Source: an optimization exercise on an open RTL-to-GDS flow (aim: small area, a short achievable clock period and few clock cycles). Production flows keep margins and buffers that such runs may drop.
The RTL was checked by simulation tests, not by an equivalence proof against the original design.
Power is estimated from default activity; no workload was simulated.

## build 85
## qdec_Arith_decoder
module qdec_Arith_decoder (
    input  logic        clk,
    input  logic        rst_n,
    input  logic        arithInit,  
    input  logic        dec_run,    
    input  logic        EPMode,     
    input  logic [6:0]  ctxState,   
    output logic        dec_rdy,    
    output logic        ruiBin,
    output logic        ruiBin_vld,
    output logic [6:0]  ctxStateUpdate,
    input  logic [7:0]  bitstreamFetch,
    input  logic        bitstreamFetch_vld,
    output logic        bitstreamFetch_rdy
);
export LEC_CHECK = 0
export ABC_AREA = 1
export CAP_MARGIN = 20
export CORE_MARGIN = 2
export CORE_UTILIZATION = 50
export CTS_BUF_LIST = sky130_fd_sc_hd__clkbuf_4 sky130_fd_sc_hd__clkbuf_8
export SETUP_SLACK_MARGIN = 4
export SLEW_MARGIN = 20
create_clock -name core_clock -period 8.0 [get_ports {clk}]
standard.sh (not shown) runs the stock make flow with config.mk's settings and CLKGATE_MAP_FILE= SYNTH_SCRIPT=/design/flow/synth_recipe.tcl, a recipe that flattens the netlist after the stock synthesis.
==> flow/flow/run.sh <==
#!/bin/bash
# The standard layout (the standard.sh, unchanged synthesis and flow steps), with one
# difference: the buffers ORFS puts on the input and output ports are buf_2 cells instead
# of the delay cells buffer_ports picks by default. ORFS's output goes to standard.log.
set -euo pipefail
export BUFFER_PORTS_ARGS="-buffer_cell sky130_fd_sc_hd__buf_2"
bash standard.sh > standard.log 2>&1
Build 85 was carried through to the last stage, and its layout satisfied the timing, design-rule and antenna checks.
Testbench counts of build 85, summed over its fixed seeds: cycles 32,096.
Here is what was changed in the inputs of build 53 compared with build 85.
- changing SETUP_SLACK_MARGIN from 4 to 4.1
==> flow/run.sh (new file) <==
#!/bin/bash
# synth_recipe.tcl (not shown) runs the flow's synth.tcl, then flattens the netlist and writes it again
# the make line also repeats each setting of config.mk as NAME=value (left out here)
make -C /OpenROAD-flow-scripts/flow DESIGN_CONFIG=/design/flow/config.mk WORK_HOME=/design/flow/orfs CLKGATE_MAP_FILE= SYNTH_SCRIPT=/design/flow/synth_recipe.tcl finish
removed: flow/flow/run.sh
removed: flow/standard.sh
==> comparison <==
- Looking at wire length, build 53 sits 2.2% above build 85.
- Minimum clock period after layout up 0.038 ns in build 53 wrt build 85
- Per the comparison of build 53 with build 85, maximum frequency shrank by 2.5 MHz, path length in cells of the critical path shrank by 12, sequential power share shrank by 0.3 points, number of standard cells in the layout, taps in and fillers out grew by about 0.44%.
- Row routed wire length on met2: build 53 higher / build 85 lower
Input changes introduced in build 74 (baseline for comparison: build 53):
- SETUP_SLACK_MARGIN now 4.25, was 4.1
Results
Route | build 74 vs build 53 | wire longer in build 74
Min global-route usage across build 53 and build 74: build 53
Between build 74 and build 53, it is build 74 whose fraction of final layout cells with drive strength greater than 1 is higher, by 3.3 points.
Build 74 and build 53 ended up with roughly the same first-pass GRT wire length.
Build 53 has a lower tightest hold margin than build 74.
Setup slack: build 74 more than build 53
Diff build 53 -> build 74: cell area after layout has increased; reported clock group power has decreased; sequential cell area has remained practically unchanged; minimum clock period after layout has decreased.
In the reports for build 53 and build 74, the smaller internal power belongs to build 74.

---

cedar:
Another version of the RTL of qdec_Arith_decoder (not shown whole).
Size in the first run: about 1300 cells after synthesis, about 70 flip-flops.
Settings: LEC_CHECK=0, ABC_AREA=1, CAP_MARGIN=20, CORE_MARGIN=2, CORE_UTILIZATION=40, SETUP_SLACK_MARGIN=4, SLEW_MARGIN=20; clock period 8.0 ns.
run.sh (not shown) runs the stock make flow with config.mk's settings and CLKGATE_MAP_FILE= SYNTH_SCRIPT=/design/flow/synth_recipe.tcl, a recipe that flattens the netlist after the stock synthesis.
Stock flow here: none of the scripts above is used.
Testbench counts of cedar, summed over its fixed seeds: cycles 32,099.
[inputs] maple vs cedar
# cedar
export LEC_CHECK = 0
export ABC_AREA = 1
export CAP_MARGIN = 20
export CORE_MARGIN = 2
export CORE_UTILIZATION = 40
export SETUP_SLACK_MARGIN = 4
export SLEW_MARGIN = 20
create_clock -name core_clock -period 8.0 [get_ports {clk}]
# maple
export LEC_CHECK = 0
export ABC_AREA = 1
export CAP_MARGIN = 20
export CORE_MARGIN = 2
export CORE_UTILIZATION = 40
export SETUP_SLACK_MARGIN = 3.5
export SLEW_MARGIN = 20
create_clock -name core_clock -period 8.0 [get_ports {clk}]
Notes after the runs:
In the tables for maple and cedar, number of filler instances in the final layout reads lower with cedar. Between maple and cedar, it is maple whose share of total power in combinational logic is lower, by 1.7 points. From cedar to maple the numbers moved as follows: utilization went down, minimum clock period after layout up 0.15 ns. Compared with cedar, in maple global-route usage fell 1.8 points, register share of the cell area higher.

---

== run 1 ==
RTL: one of the versions met above, not the one the previous note started from.
Size in the first run: ~65 flip-flops, about 32 I/O pins, about 8100 sq um of cells after synthesis.
Settings: LEC_CHECK=0, ABC_AREA=1, CAP_MARGIN=20, CORE_MARGIN=2, CORE_UTILIZATION=50, CTS_BUF_LIST=sky130_fd_sc_hd__clkbuf_4 sky130_fd_sc_hd__clkbuf_8, SETUP_SLACK_MARGIN=4.25, SLEW_MARGIN=20; clock period 8.0 ns.
standard.sh (not shown) runs the stock make flow with config.mk's settings and CLKGATE_MAP_FILE= SYNTH_SCRIPT=/design/flow/synth_recipe.tcl, a recipe that flattens the netlist after the stock synthesis.
==> flow/flow/run.sh <==
#!/bin/bash
# The standard layout (the standard.sh, unchanged synthesis and flow steps), with one
# difference: the buffers ORFS puts on the input and output ports are buf_4 cells instead
# of the delay cells buffer_ports picks by default. ORFS's output goes to standard.log.
set -euo pipefail
export BUFFER_PORTS_ARGS="-buffer_cell sky130_fd_sc_hd__buf_4"
bash standard.sh > standard.log 2>&1
Testbench counts of run 1, summed over its fixed seeds: cycles 32,096.
Edits applied to the flow inputs when going from run 1 to run 2:
# run 1
export LEC_CHECK = 0
export ABC_AREA = 1
export CAP_MARGIN = 20
export CORE_MARGIN = 2
export CORE_UTILIZATION = 50
export CTS_BUF_LIST = sky130_fd_sc_hd__clkbuf_4 sky130_fd_sc_hd__clkbuf_8
export SETUP_SLACK_MARGIN = 4.25
export SLEW_MARGIN = 20
create_clock -name core_clock -period 8.0 [get_ports {clk}]
# run 2
export LEC_CHECK = 0
export ABC_AREA = 1
export CAP_MARGIN = 20
export CORE_MARGIN = 2
export CORE_UTILIZATION = 50
export CTS_BUF_LIST = sky130_fd_sc_hd__clkbuf_4 sky130_fd_sc_hd__clkbuf_8
export SETUP_SLACK_MARGIN = 4.5
export SLEW_MARGIN = 20
create_clock -name core_clock -period 8.0 [get_ports {clk}]
--- outcome ---
Summary — multi-input gate share of total cell area, run 2 relative to run 1: lower, by 1.2 points. The last element of the critical path comes out dec_rdy in one run and binRmHi[0] in the other, namely in run 1 and run 2 respectively. Looking at type of the setup path with the least slack, the in2out result is from run 1; the in2reg one comes from run 2. Run 1 → run 2: buffering overhead saw an increase, non-clock inverter instance count of the final layout -1, final-layout clock buffer total lost 1. Taking run 1 as the reference, in run 2 total placed cells including tap cells now sits at about the same level; total power draw now sits higher.
[inputs] run 3 vs run 2
# run 2
export LEC_CHECK = 0
export ABC_AREA = 1
export CAP_MARGIN = 20
export CORE_MARGIN = 2
export CORE_UTILIZATION = 50
export CTS_BUF_LIST = sky130_fd_sc_hd__clkbuf_4 sky130_fd_sc_hd__clkbuf_8
export SETUP_SLACK_MARGIN = 4.5
export SLEW_MARGIN = 20
create_clock -name core_clock -period 8.0 [get_ports {clk}]
# run 3
export LEC_CHECK = 0
export ABC_AREA = 1
export CAP_MARGIN = 20
export CORE_MARGIN = 2
export CORE_UTILIZATION = 50
export CTS_BUF_LIST = sky130_fd_sc_hd__clkbuf_4 sky130_fd_sc_hd__clkbuf_8
export SETUP_SLACK_MARGIN = 4
export SLEW_MARGIN = 20
create_clock -name core_clock -period 8.0 [get_ports {clk}]
==> flow/run.sh (new file) <==
#!/bin/bash
# synth_recipe.tcl (not shown) runs the flow's synth.tcl, then flattens the netlist and writes it again
# the make line also repeats each setting of config.mk as NAME=value (left out here)
make -C /OpenROAD-flow-scripts/flow DESIGN_CONFIG=/design/flow/config.mk WORK_HOME=/design/flow/orfs CLKGATE_MAP_FILE= SYNTH_SCRIPT=/design/flow/synth_recipe.tcl finish
removed: flow/flow/run.sh
removed: flow/standard.sh
### Flow results
Run 3 — area added between synthesis and finish 14 points lower, run 2 as reference. in2out as the critical setup path kind was reported by run 3, and in2reg by run 2. The via count of the first global-routing pass in run 3 was lower than what run 2 gave. Run 3 ended up with a lower per-cell via count in the routed design than run 2 did.

static timing again, ports no longer ideal:
The results above use ideal ports. As a check the final layouts listed here were re-extracted and re-timed, cells and wires unchanged. Step 1 (the two cells are an assumption about what drives the block):
set clk [get_ports {clk}]
set_driving_cell -lib_cell sky130_fd_sc_hd__clkbuf_16 $clk
set_driving_cell -lib_cell sky130_fd_sc_hd__buf_2 [delete_from_list [all_inputs] $clk]
Step 2 adds t to the input delays and takes it off the output delays; t is the mean of the earliest and latest rising clock arrival at the registers after step 1. Input paths then give back, and output paths get back, about the clock's delay inside the block. Three values: ideal ports, drivers, drivers and shift; two values: the first two.
run | t (ns) | slack for setup (ns) | slew at the worst register clock pin (ns)
build 85 | 0.408 | 4.108 / 4.109 / 3.701 | 0.09 / 0.09
build 53 | 0.396 | 4.070 / 4.033 / 3.779 | 0.09 / 0.09
build 74 | 0.411 | 4.344 / 4.306 / 3.920 | 0.09 / 0.09
cedar | 0.388 | 3.788 / 3.788 / 3.498 | 0.07 / 0.07
maple | 0.383 | 3.633 / 3.617 / 3.272 | 0.07 / 0.07
run 1 | 0.405 | 4.278 / 4.216 / 3.811 | 0.08 / 0.08
run 2 | 0.400 | 4.342 / 4.286 / 3.886 | 0.08 / 0.08
run 3 | 0.391 | 4.095 / 4.079 / 3.762 | 0.08 / 0.08
After both steps setup and hold are still met in every run listed. The setup slack of run 1, which loses most, moves by -0.062 ns with the drivers and by -0.467 ns with both steps.
